From an optimization exercise on the open Yosys and OpenROAD flow, aimed at small area, a short achievable clock period and few clock cycles; shortcuts taken in it are not production practice.
The RTL was checked by simulation tests, not by an equivalence proof against the original design.
Power figures rest on the tool's default switching activity, not on a simulated workload.

==> job 9697 <==
## cpu_cache
module cpu_cache (
	input clk,
	input reset_n,
	output readM1,
	output [15:0] address1,
	input [15:0] instData00,
	input [15:0] instData01,
	input [15:0] instData10,
	input [15:0] instData11,
	input [1:0] instReady,
	output readM2,
	output writeM2,
	output [15:0] address2,
	input [15:0] memData00,
	input [15:0] memData01,
	input [15:0] memData10,
	input [15:0] memData11,
	input [1:0] memReadReady,
	input [1:0] memWriteReady,
	output [15:0] evicted2_address,
	output [15:0] evicted2_00,
	output [15:0] evicted2_01,
	output [15:0] evicted2_10,
	output [15:0] evicted2_11,
	output reg [15:0] num_inst,
	output reg [15:0] output_port,
	output reg is_halted
);
Settings: LEC_CHECK=0, CAP_MARGIN=20, CORE_MARGIN=2, CORE_UTILIZATION=40, SLEW_MARGIN=20; clock period 11.0 ns.
standard.sh (not shown) runs the stock make flow with config.mk's settings and CLKGATE_MAP_FILE= SYNTH_SCRIPT=/design/flow/synth_recipe.tcl, a recipe that flattens the netlist after the stock synthesis.
==> flow/flow/run.sh <==
#!/bin/bash
# The standard layout (standard.sh), with three changes to how it is made:
#  - ports are buffered with sky130_fd_sc_hd__buf_1 instead of the delay buffer
#    that buffer_ports picks by default,
#  - timing repair aims for 7.25 ns of setup slack (the SDC is unchanged),
#  - the clock tree clusters up to 25 sinks within 80 um.
# The make output goes to flow.log in this folder; ORFS keeps each step's log
# under orfs/logs.
set -euo pipefail
bash standard.sh \
  "BUFFER_PORTS_ARGS=-buffer_cell sky130_fd_sc_hd__buf_1" \
  SETUP_SLACK_MARGIN=7.25 \
  CTS_CLUSTER_SIZE=25 \
  CTS_CLUSTER_DIAMETER=80 \
  finish > flow.log 2>&1
==> job 5127: changes against job 9697 <==
--- a/flow/design.v
+++ b/flow/design.v
@@ -35,16 +35,30 @@
 	function reads;
 		input [15:0] w;
 		input [1:0] r;
 		reads = ((w[11:10] == r) & ~((w[15:12] == 4'd6) | (w[15:12] == 4'd9) | (w[15:12] == 4'd10) |
 				(w[15:12] == 4'd11) | (w[15:12] == 4'd12) | (w[15:12] == 4'd13) | (w[15:12] == 4'd14))) |
 			((w[9:8] == r) & (((w[15:12] == 4'd15) & (w[5:2] == 4'd0)) | (w[15:12] == 4'd8) |
 				(w[15:12] == 4'd0) | (w[15:12] == 4'd1)));
 	endfunction
+	function sumeq;
+		input [15:0] x, y;
+		input [13:0] k;
+		reg [14:0] r;
+		reg c2;
+		integer i;
+		begin
+			c2 = (x[1] & y[1]) | ((x[1] ^ y[1]) & x[0] & y[0]);
+			r = {1'b0, x[15:2] ^ y[15:2] ^ k};
+			sumeq = (r[0] == c2);
+			for (i = 0; i < 13; i = i + 1)
+				sumeq = sumeq & (r[i + 1] == ((x[i + 2] & y[i + 2]) | ((x[i + 2] ^ y[i + 2]) & r[i])));
+		end
+	endfunction
 	reg [1:0] st1, st2r, st2w;
 	always @(posedge clk) begin
 		st1 <= instReady;
 		st2r <= memReadReady;
 		st2w <= memWriteReady;
 	end
 	wire idle1 = (st1 == 2'd2);
 	wire idle2r = (st2r == 2'd2);
@@ -75,18 +89,16 @@
 	reg rq2;              
 	reg wq;               
 	reg [13:0] tagR;      
 	reg hasR;
 	reg vR;               
 	reg [13:0] tagD;      
 	reg vD, dirtyD;
 	reg [15:0] dS0, dS1, dS2, dS3;
-	reg pk;               
-	reg [1:0] pk_w;       
 	wire [13:0] pcb = pc[15:2];
 	wire mS = vS & (tagS == pcb);
 	wire mI = hasI & (tagI == pcb);
 	wire ihit = mS | (mI & (vI | rdy1));
 	reg [15:0] wS, wI;
 	always @(*) begin
 		case (pc[1:0])
 			2'd0: begin wS = iS0; wI = instData00; end
@@ -125,39 +137,39 @@
 	wire isJAL = (op == 4'd10);
 	wire [15:0] rfa = ({16{ra[3]}} & rf3) | ({16{ra[2]}} & rf2) | ({16{ra[1]}} & rf1) | ({16{ra[0]}} & rf0);
 	wire [15:0] rfb = ({16{rb[3]}} & rf3) | ({16{rb[2]}} & rf2) | ({16{rb[1]}} & rf1) | ({16{rb[0]}} & rf0);
 	wire [15:0] a = fa ? mem_res : rfa;
 	wire [15:0] b = fb ? mem_res : rfb;
 	wire [15:0] addr;
 	add16 u_addr (.x(a), .y(simm), .ci(1'b0), .s(addr));
 	wire aSub = fn[2:0] == 3'd1;
+	wire aTcp = fn[2:0] == 3'd5;
+	wire [15:0] ax = aTcp ? 16'd0 : a;
+	wire [15:0] ay = aTcp ? a : b;
 	wire [15:0] asum;
-	add16 u_asum (.x(a), .y(b ^ {16{aSub}}), .ci(aSub), .s(asum));
-	wire [15:0] neg = ~a + 16'd1;
+	add16 u_asum (.x(ax), .y((aSub | aTcp) ? ~ay : ay), .ci(aSub | aTcp), .s(asum));
 	reg [15:0] other;
 	always @(*) begin
 		if (isAlu) begin
 			case (fn[2:0])
 				3'd2: other = a & b;
 				3'd3: other = a | b;
 				3'd4: other = ~a;
-				3'd5: other = neg;
 				3'd6: other = {a[14:0], 1'b0};
 				default: other = {a[15], a[15:1]};
 			endcase
 		end else if (isORI) other = a | {8'd0, imm};
 		else if (isLHI) other = {imm, 8'd0};
 		else if (isWWD) other = a;
 		else other = pc;     
 	end
 	wire selAddr = isADI | isLWD | isSWD;
-	wire selSum = isAlu & ((fn[2:0] == 3'd0) | aSub);
-	wire selOther = ~selAddr & ~selSum;
-	wire [15:0] res = ({16{selAddr}} & addr) | ({16{selSum}} & asum) | ({16{selOther}} & other);
+	wire selSum = isAlu & ((fn[2:0] == 3'd0) | aSub | aTcp);
+	wire [15:0] res = selAddr ? addr : (selSum ? asum : other);
 	wire a_eq_b = (a == b);
 	wire a_zero = (a == 16'd0);
 	reg bcond;
 	always @(*) begin
 		case (op[1:0])
 			2'd0: bcond = ~a_eq_b;
 			2'd1: bcond = a_eq_b;
 			2'd2: bcond = ~a[15] & ~a_zero;
@@ -178,40 +190,35 @@
 	assign writeM2 = wq;
 	assign address2 = mem_res;
 	assign evicted2_address = {tagD, 2'b00};
 	assign evicted2_00 = dS0;
 	assign evicted2_01 = dS1;
 	assign evicted2_10 = dS2;
 	assign evicted2_11 = dS3;
 	wire take2 = rq2 & idle2r;
-	wire st_hit = mem_v & mem_st & mem_hD & ~pk;
-	wire okW = ~(vD & dirtyD) | wq;            
-	wire st_fill = mem_v & mem_st & ~mem_hD & mem_mR & okW & ~pk;    
-	wire st_alloc = st_fill & rok;                                   
-	wire park = mem_v & mem_st & ~mem_hD & ~pk & okW & (take2 | (mem_mR & ~rok));
-	wire pk_alloc = pk & rok;
+	wire st_hit = mem_v & mem_st & mem_hD;
+	wire st_alloc = mem_v & mem_st & ~mem_hD & mem_mR & rok & (~(vD & dirtyD) | wq);
 	reg [15:0] wD, wR;
 	always @(*) begin
 		case (aw)
 			2'd0: begin wD = dS0; wR = memData00; end
 			2'd1: begin wD = dS1; wR = memData01; end
 			2'd2: begin wD = dS2; wR = memData10; end
 			default: begin wD = dS3; wR = memData11; end
 		endcase
 	end
 	wire [15:0] ldata = mem_hD ? wD : wR;
-	wire mem_done = ~mem_v | (mem_ld ? (~pk & (mem_hD | (mem_mR & rok))) : (mem_st ? (~pk & (mem_hD | st_alloc | park)) : 1'b1));
+	wire mem_done = ~mem_v | (mem_ld ? (mem_hD | (mem_mR & rok)) : (mem_st ? (mem_hD | st_alloc) : 1'b1));
 	wire mem_stall = ~mem_done;
 	wire retire = mem_v & mem_done & ~is_halted;
-	wire wb_en = mem_v & (mem_fw | mem_ld);
+	wire wb_en = mem_v & mem_done & (mem_fw | mem_ld);
 	wire [13:0] tagR_n = take2 ? ab : tagR;
 	wire hasR_n = hasR | take2;
-	wire dirtyD_n = st_hit | st_alloc | pk_alloc | (dirtyD & ~wq);
-	wire pk_n = (pk & ~pk_alloc) | park;
+	wire dirtyD_n = st_hit | st_alloc | (dirtyD & ~wq);
 	wire ex_go = id_v & ~luse;              
 	wire ex_fire = ex_go & ~mem_stall;
 	wire redirect = ex_fire & taken;
 	wire hold = id_v & ~ex_fire;            
 	wire adv = ihit & ~hold & ~redirect;    
 	wire [15:0] pc_inc = pc + 16'd1;
 	wire [15:0] pc_n = redirect ? target : (adv ? pc_inc : pc);
 	wire id_v_n = hold | (ihit & ~redirect);
@@ -222,43 +229,45 @@
 	wire faG = ex_go & ex_fw & (wrd == fetched[11:10]);
 	wire fbG = ex_go & ex_fw & (wrd == fetched[9:8]);
 	wire luG = ex_go & isLWD & reads(fetched, wrd);
 	wire fa_n = mem_stall ? faS : faG;
 	wire fb_n = mem_stall ? fbS : fbG;
 	wire luse_n = mem_stall ? luS : luG;
 	wire [3:0] ra_n = hold ? ra : (4'd1 << fetched[11:10]);
 	wire [3:0] rb_n = hold ? rb : (4'd1 << fetched[9:8]);
-	wire hDg_old = vD & (addr[15:2] == tagD);
-	wire mRg = hasR_n & (addr[15:2] == tagR_n);
-	wire hDg = (st_alloc | pk_alloc) ? mRg : hDg_old;     
+	wire hDg_old = vD & sumeq(a, simm, tagD);
+	wire mRg = hasR_n & sumeq(a, simm, tagR_n);
+	wire hDg = st_alloc ? mRg : hDg_old;     
 	wire memG = ex_go & (isLWD | isSWD);
-	wire hD_n = mem_stall ? (pk_alloc ? mem_mR : mem_hD) : hDg;
+	wire hD_n = mem_stall ? mem_hD : hDg;
 	wire mR_n = mem_stall ? (mem_mR | take2) : mRg;
 	wire rq2S = mem_v & (mem_ld | mem_st) & ~mem_hD & ~mem_mR & ~take2;
 	wire rq2G = memG & ~hDg & ~mRg;
-	wire rq2_n = (memWriteReady != 2'd0) & ~pk_n & (mem_stall ? rq2S : rq2G);
+	wire rq2_n = (memWriteReady != 2'd0) & (mem_stall ? rq2S : rq2G);
 	wire wqS = mem_v & mem_st & ~mem_hD & vD & dirtyD & ~wq;
 	wire wqG = ex_go & isSWD & ~hDg & (vD | st_alloc) & dirtyD_n;
 	wire wq_n = (memWriteReady == 2'd2) & (mem_stall ? wqS : wqG);
 	wire [13:0] pfb = pcb + 14'd1;
 	wire m_nxt = (vS & (tagS == pfb)) | (hasI & (tagI == pfb));
 	wire m_cur = mS | mI;
-	wire [13:0] tk = isBr ? btarget[15:2] : (isJMP | isJAL) ? {4'd0, id_ins[11:2]} : a[15:2];
-	wire m_tgtS = vS & (tagS == tk);
-	wire m_tgtI = hasI & (tagI == tk);
-	wire m_tgt = m_tgtS | m_tgtI;
+	wire [13:0] tb = target[15:2];
+	wire m_tgt = (vS & (tagS == tb)) | (hasI & (tagI == tb));
 	wire demR = ~m_tgt;
 	wire demA = ~((pc[1:0] == 2'd3) ? m_nxt : m_cur) & ~fetched_fl;
 	wire demH = ~m_cur & ~(id_v & flow(id_ins));
 	wire demE = ~m_cur;
 	wire dem_n = redirect ? demR : (adv ? demA : (hold ? demH : demE));
 	wire [3:0] ahead = {1'b1, pc[1:0] != 2'd3, ~pc[1], pc[1:0] == 2'd0};
-	wire pf = ~take1 & ~(id_v & (flow(id_ins) | isBr)) & (mS | (mI & vI)) & ~|(flcur & ahead) & ~m_nxt;
-	wire [15:0] a1_n = pf ? {pfb, 2'b00} : pc_n;
+	wire pf = ~take1 & ~(id_v & flow(id_ins)) & (mS | (mI & vI)) & ~|(flcur & ahead) & ~m_nxt;
+	wire [15:0] pfa = {pfb, 2'b00};
+	wire [15:0] a1R = demR ? target : pfa;
+	wire [15:0] a1A = demA ? pc_inc : pfa;
+	wire [15:0] a1H = (hold ? demH : demE) ? pc : pfa;
+	wire [15:0] a1_n = redirect ? a1R : (adv ? a1A : a1H);
 	always @(posedge clk) begin
 		if (!reset_n) begin
 			pc <= 16'd0;
 			id_v <= 1'b0;
 			fa <= 1'b0;
 			fb <= 1'b0;
 			ra <= 4'd0;
 			rb <= 4'd0;
@@ -277,17 +286,16 @@
 			rq1 <= 1'b1;
 			a1 <= 16'd0;
 			rq2 <= 1'b0;
 			wq <= 1'b0;
 			hasR <= 1'b0;
 			vR <= 1'b0;
 			vD <= 1'b0;
 			dirtyD <= 1'b0;
-			pk <= 1'b0;
 			mem_hD <= 1'b0;
 			mem_mR <= 1'b0;
 		end else begin
 			if (take1) begin
 				tagI <= a1[15:2];
 				hasI <= 1'b1;
 				vI <= 1'b0;
 			end else if (hasI & rdy1) begin
@@ -328,42 +336,30 @@
 			mem_mR <= mR_n;
 			rq2 <= rq2_n;
 			wq <= wq_n;
 			tagR <= tagR_n;
 			hasR <= hasR_n;
 			if (take2) vR <= 1'b0;
 			else if (hasR & rdy2) vR <= 1'b1;
 			dirtyD <= dirtyD_n;
-			if (st_alloc) begin
-				vD <= 1'b1;
-				tagD <= ab;
-			end else if (pk_alloc) begin
-				vD <= 1'b1;
-				tagD <= tagR;
-			end
-			pk <= pk_n;
-			if (park) pk_w <= aw;
-			if (st_hit | park) begin
+			if (st_hit) begin
 				case (aw)
 					2'd0: dS0 <= mem_sd;
 					2'd1: dS1 <= mem_sd;
 					2'd2: dS2 <= mem_sd;
 					default: dS3 <= mem_sd;
 				endcase
-			end else if (st_fill) begin
+			end else if (st_alloc) begin
+				vD <= 1'b1;
+				tagD <= ab;
 				dS0 <= (aw == 2'd0) ? mem_sd : memData00;
 				dS1 <= (aw == 2'd1) ? mem_sd : memData01;
 				dS2 <= (aw == 2'd2) ? mem_sd : memData10;
 				dS3 <= (aw == 2'd3) ? mem_sd : memData11;
-			end else if (pk) begin
-				if (pk_w != 2'd0) dS0 <= memData00;
-				if (pk_w != 2'd1) dS1 <= memData01;
-				if (pk_w != 2'd2) dS2 <= memData10;
-				if (pk_w != 2'd3) dS3 <= memData11;
 			end
 			if (retire) begin
 				num_inst <= num_inst + 16'd1;
 				if (mem_wwd) output_port <= mem_res;
 				if (mem_hlt) is_halted <= 1'b1;
 			end
 			if (wb_en) begin
 				case (mem_rd)
==> flow/flow/run.sh (replaced) <==
#!/bin/bash
# The standard layout (standard.sh), with three changes to how it is made:
#  - ports are buffered with sky130_fd_sc_hd__buf_1 instead of the delay buffer
#    that buffer_ports picks by default,
#  - timing repair aims for 7 ns of setup slack (the SDC is unchanged),
#  - the clock tree clusters up to 25 sinks within 80 um.
# The make output goes to flow.log in this folder; ORFS keeps each step's log
# under orfs/logs.
set -euo pipefail
bash standard.sh \
  "BUFFER_PORTS_ARGS=-buffer_cell sky130_fd_sc_hd__buf_1" \
  SETUP_SLACK_MARGIN=7 \
  CTS_CLUSTER_SIZE=25 \
  CTS_CLUSTER_DIAMETER=80 \
  finish > flow.log 2>&1
==> job 920: changes against job 9697 <==
--- a/flow/design.v
+++ b/flow/design.v
@@ -57,16 +57,17 @@
 	reg [3:0] ra, rb;     
 	reg luse;             
 	reg mem_v, mem_fw, mem_ld, mem_st, mem_wwd, mem_hlt;
 	reg [1:0] mem_rd;
 	reg [15:0] mem_res;
 	reg [15:0] mem_sd;
 	reg mem_hD, mem_mR;   
 	reg [15:0] rf0, rf1, rf2, rf3;
+	reg [3:0] rv;          
 	reg [13:0] tagI;      
 	reg hasI;             
 	reg vI;               
 	reg [3:0] flI;        
 	reg [13:0] tagS;
 	reg vS;
 	reg [15:0] iS0, iS1, iS2, iS3;
 	reg [3:0] flS;
@@ -118,18 +119,20 @@
 	wire isADI = (op == 4'd4);
 	wire isORI = (op == 4'd5);
 	wire isLHI = (op == 4'd6);
 	wire isLWD = (op == 4'd7);
 	wire isSWD = (op == 4'd8);
 	wire isBr = (op[3:2] == 2'b00);
 	wire isJMP = (op == 4'd9);
 	wire isJAL = (op == 4'd10);
-	wire [15:0] rfa = ({16{ra[3]}} & rf3) | ({16{ra[2]}} & rf2) | ({16{ra[1]}} & rf1) | ({16{ra[0]}} & rf0);
-	wire [15:0] rfb = ({16{rb[3]}} & rf3) | ({16{rb[2]}} & rf2) | ({16{rb[1]}} & rf1) | ({16{rb[0]}} & rf0);
+	wire [3:0] rae = ra & rv;
+	wire [3:0] rbe = rb & rv;
+	wire [15:0] rfa = ({16{rae[3]}} & rf3) | ({16{rae[2]}} & rf2) | ({16{rae[1]}} & rf1) | ({16{rae[0]}} & rf0);
+	wire [15:0] rfb = ({16{rbe[3]}} & rf3) | ({16{rbe[2]}} & rf2) | ({16{rbe[1]}} & rf1) | ({16{rbe[0]}} & rf0);
 	wire [15:0] a = fa ? mem_res : rfa;
 	wire [15:0] b = fb ? mem_res : rfb;
 	wire [15:0] addr;
 	add16 u_addr (.x(a), .y(simm), .ci(1'b0), .s(addr));
 	wire aSub = fn[2:0] == 3'd1;
 	wire [15:0] asum;
 	add16 u_asum (.x(a), .y(b ^ {16{aSub}}), .ci(aSub), .s(asum));
 	wire [15:0] neg = ~a + 16'd1;
@@ -262,20 +265,17 @@
 			fb <= 1'b0;
 			ra <= 4'd0;
 			rb <= 4'd0;
 			luse <= 1'b0;
 			mem_v <= 1'b0;
 			num_inst <= 16'd0;
 			output_port <= 16'd0;
 			is_halted <= 1'b0;
-			rf0 <= 16'd0;
-			rf1 <= 16'd0;
-			rf2 <= 16'd0;
-			rf3 <= 16'd0;
+			rv <= 4'd0;
 			hasI <= 1'b0;
 			vI <= 1'b0;
 			vS <= 1'b0;
 			rq1 <= 1'b1;
 			a1 <= 16'd0;
 			rq2 <= 1'b0;
 			wq <= 1'b0;
 			hasR <= 1'b0;
@@ -360,24 +360,27 @@
 				if (pk_w != 2'd2) dS2 <= memData10;
 				if (pk_w != 2'd3) dS3 <= memData11;
 			end
 			if (retire) begin
 				num_inst <= num_inst + 16'd1;
 				if (mem_wwd) output_port <= mem_res;
 				if (mem_hlt) is_halted <= 1'b1;
 			end
-			if (wb_en) begin
-				case (mem_rd)
-					2'd0: rf0 <= mem_ld ? ldata : mem_res;
-					2'd1: rf1 <= mem_ld ? ldata : mem_res;
-					2'd2: rf2 <= mem_ld ? ldata : mem_res;
-					default: rf3 <= mem_ld ? ldata : mem_res;
-				endcase
-			end
+			if (wb_en) rv[mem_rd] <= 1'b1;
+		end
+	end
+	always @(posedge clk) begin
+		if (wb_en) begin
+			case (mem_rd)
+				2'd0: rf0 <= mem_ld ? ldata : mem_res;
+				2'd1: rf1 <= mem_ld ? ldata : mem_res;
+				2'd2: rf2 <= mem_ld ? ldata : mem_res;
+				default: rf3 <= mem_ld ? ldata : mem_res;
+			endcase
 		end
 	end
 endmodule
 module add16 (
 	input [15:0] x,
 	input [15:0] y,
 	input ci,
 	output [15:0] s
==> flow/flow/run.sh (replaced) <==
#!/bin/bash
# The standard layout (standard.sh), with three changes to how it is made:
#  - ports are buffered with sky130_fd_sc_hd__buf_1 instead of the delay buffer
#    that buffer_ports picks by default,
#  - timing repair aims for 7 ns of setup slack (the SDC is unchanged),
#  - the clock tree clusters up to 25 sinks within 80 um,
#  - timing repair works on the worst 30% of the failing endpoints.
# The make output goes to flow.log in this folder; ORFS keeps each step's log
# under orfs/logs.
set -euo pipefail
bash standard.sh \
  "BUFFER_PORTS_ARGS=-buffer_cell sky130_fd_sc_hd__buf_1" \
  SETUP_SLACK_MARGIN=7 \
  CTS_CLUSTER_SIZE=25 \
  TNS_END_PERCENT=30 \
  CTS_CLUSTER_DIAMETER=80 \
  finish > flow.log 2>&1
==> comparison table <==
Run status: job 5127 no timing/DRC/antenna violations; job 920 no timing/DRC/antenna violations; job 9697 no timing/DRC/antenna violations
Clock buffer count from CTS: job 5127 30; job 920 27; job 9697 29
Worst min-delay path endpoint: job 5127 tagI[8]$_DFFE_PP_; job 920 tagI[12]$_DFFE_PP_; job 9697 tagI[6]$_DFFE_PP_
Endpoint of the lowest-slack register-to-register path: job 5127 a1[7]$_SDFF_PN0_; job 920 wq$_SDFF_PN0_; job 9697 pc[15]$_SDFF_PN0_
First-pass GRT wire length: job 5127 166 mm; job 920 153 mm; job 9697 153 mm
Routability cong.: job 5127 1.02; job 920 1.03; job 9697 0.983
Met2 WL post-DR: job 5127 52.9 mm; job 920 48.3 mm; job 9697 47.9 mm
Filler Cells Inserted: job 5127 6262; job 920 6363; job 9697 6000
Post-layout nets: job 5127 3461; job 920 3274; job 9697 3377
Effective utilization at floorplan: job 5127 40.2%; job 920 40.5%; job 9697 40.5%
Crit path max fanout: job 5127 4; job 920 7; job 9697 9
Crit-path most repeated cell: job 5127 sky130_fd_sc_hd__buf_12; job 920 sky130_fd_sc_hd__nand4_1; job 9697 -
Buffers & Inverters on Critical Path: job 5127 3; job 920 2; job 9697 3
Largest net degree at the start of global routing: job 5127 83; job 920 47; job 9697 131
Utilization of the core after routing: job 5127 49.1%; job 920 48.0%; job 9697 50.3%
Static Leakage: job 5127 11.6 nW; job 920 11.6 nW; job 9697 11.8 nW
Testbench counts of job 9697, summed over its fixed seeds: cycles 243,786.
Testbench counts of job 5127, summed over its fixed seeds: cycles 251,425.
Testbench counts of job 920, summed over its fixed seeds: cycles 243,786.

## afterwards: timing with drivers on the ports
The flow's constraints put no driver on any port. The routed layouts listed below were extracted and timed again, unchanged, in two steps. Step 1 (the two cells are an assumption about what drives the block):
set clk [get_ports {clk}]
set_driving_cell -lib_cell sky130_fd_sc_hd__clkbuf_16 $clk
set_driving_cell -lib_cell sky130_fd_sc_hd__buf_2 [delete_from_list [all_inputs] $clk]
Step 2 adds t to the input delays and takes it off the output delays; t is the mean of the earliest and latest rising clock arrival at the registers after step 1. Input paths then give back, and output paths get back, about the clock's delay inside the block. a / b / c = no drivers / after step 1 / after step 2; a / b = the first two.
run | t, ns | slack for setup (ns) | hold WS [ns] | cell pins on the clock port's net
job 9697 | 0.693 | 6.836 / 6.836 / 6.369 | 0.438 / 0.438 / 0.438 | 1
job 5127 | 0.687 | 6.828 / 6.828 / 6.290 | 0.454 / 0.454 / 0.454 | 1
job 920 | 0.667 | 6.830 / 6.830 / 6.234 | 0.439 / 0.439 / 0.439 | 1
After both steps setup and hold are still met in every run listed. The setup slack of job 920, which loses most, moves by 0.000 ns with the drivers and by -0.596 ns with both steps.
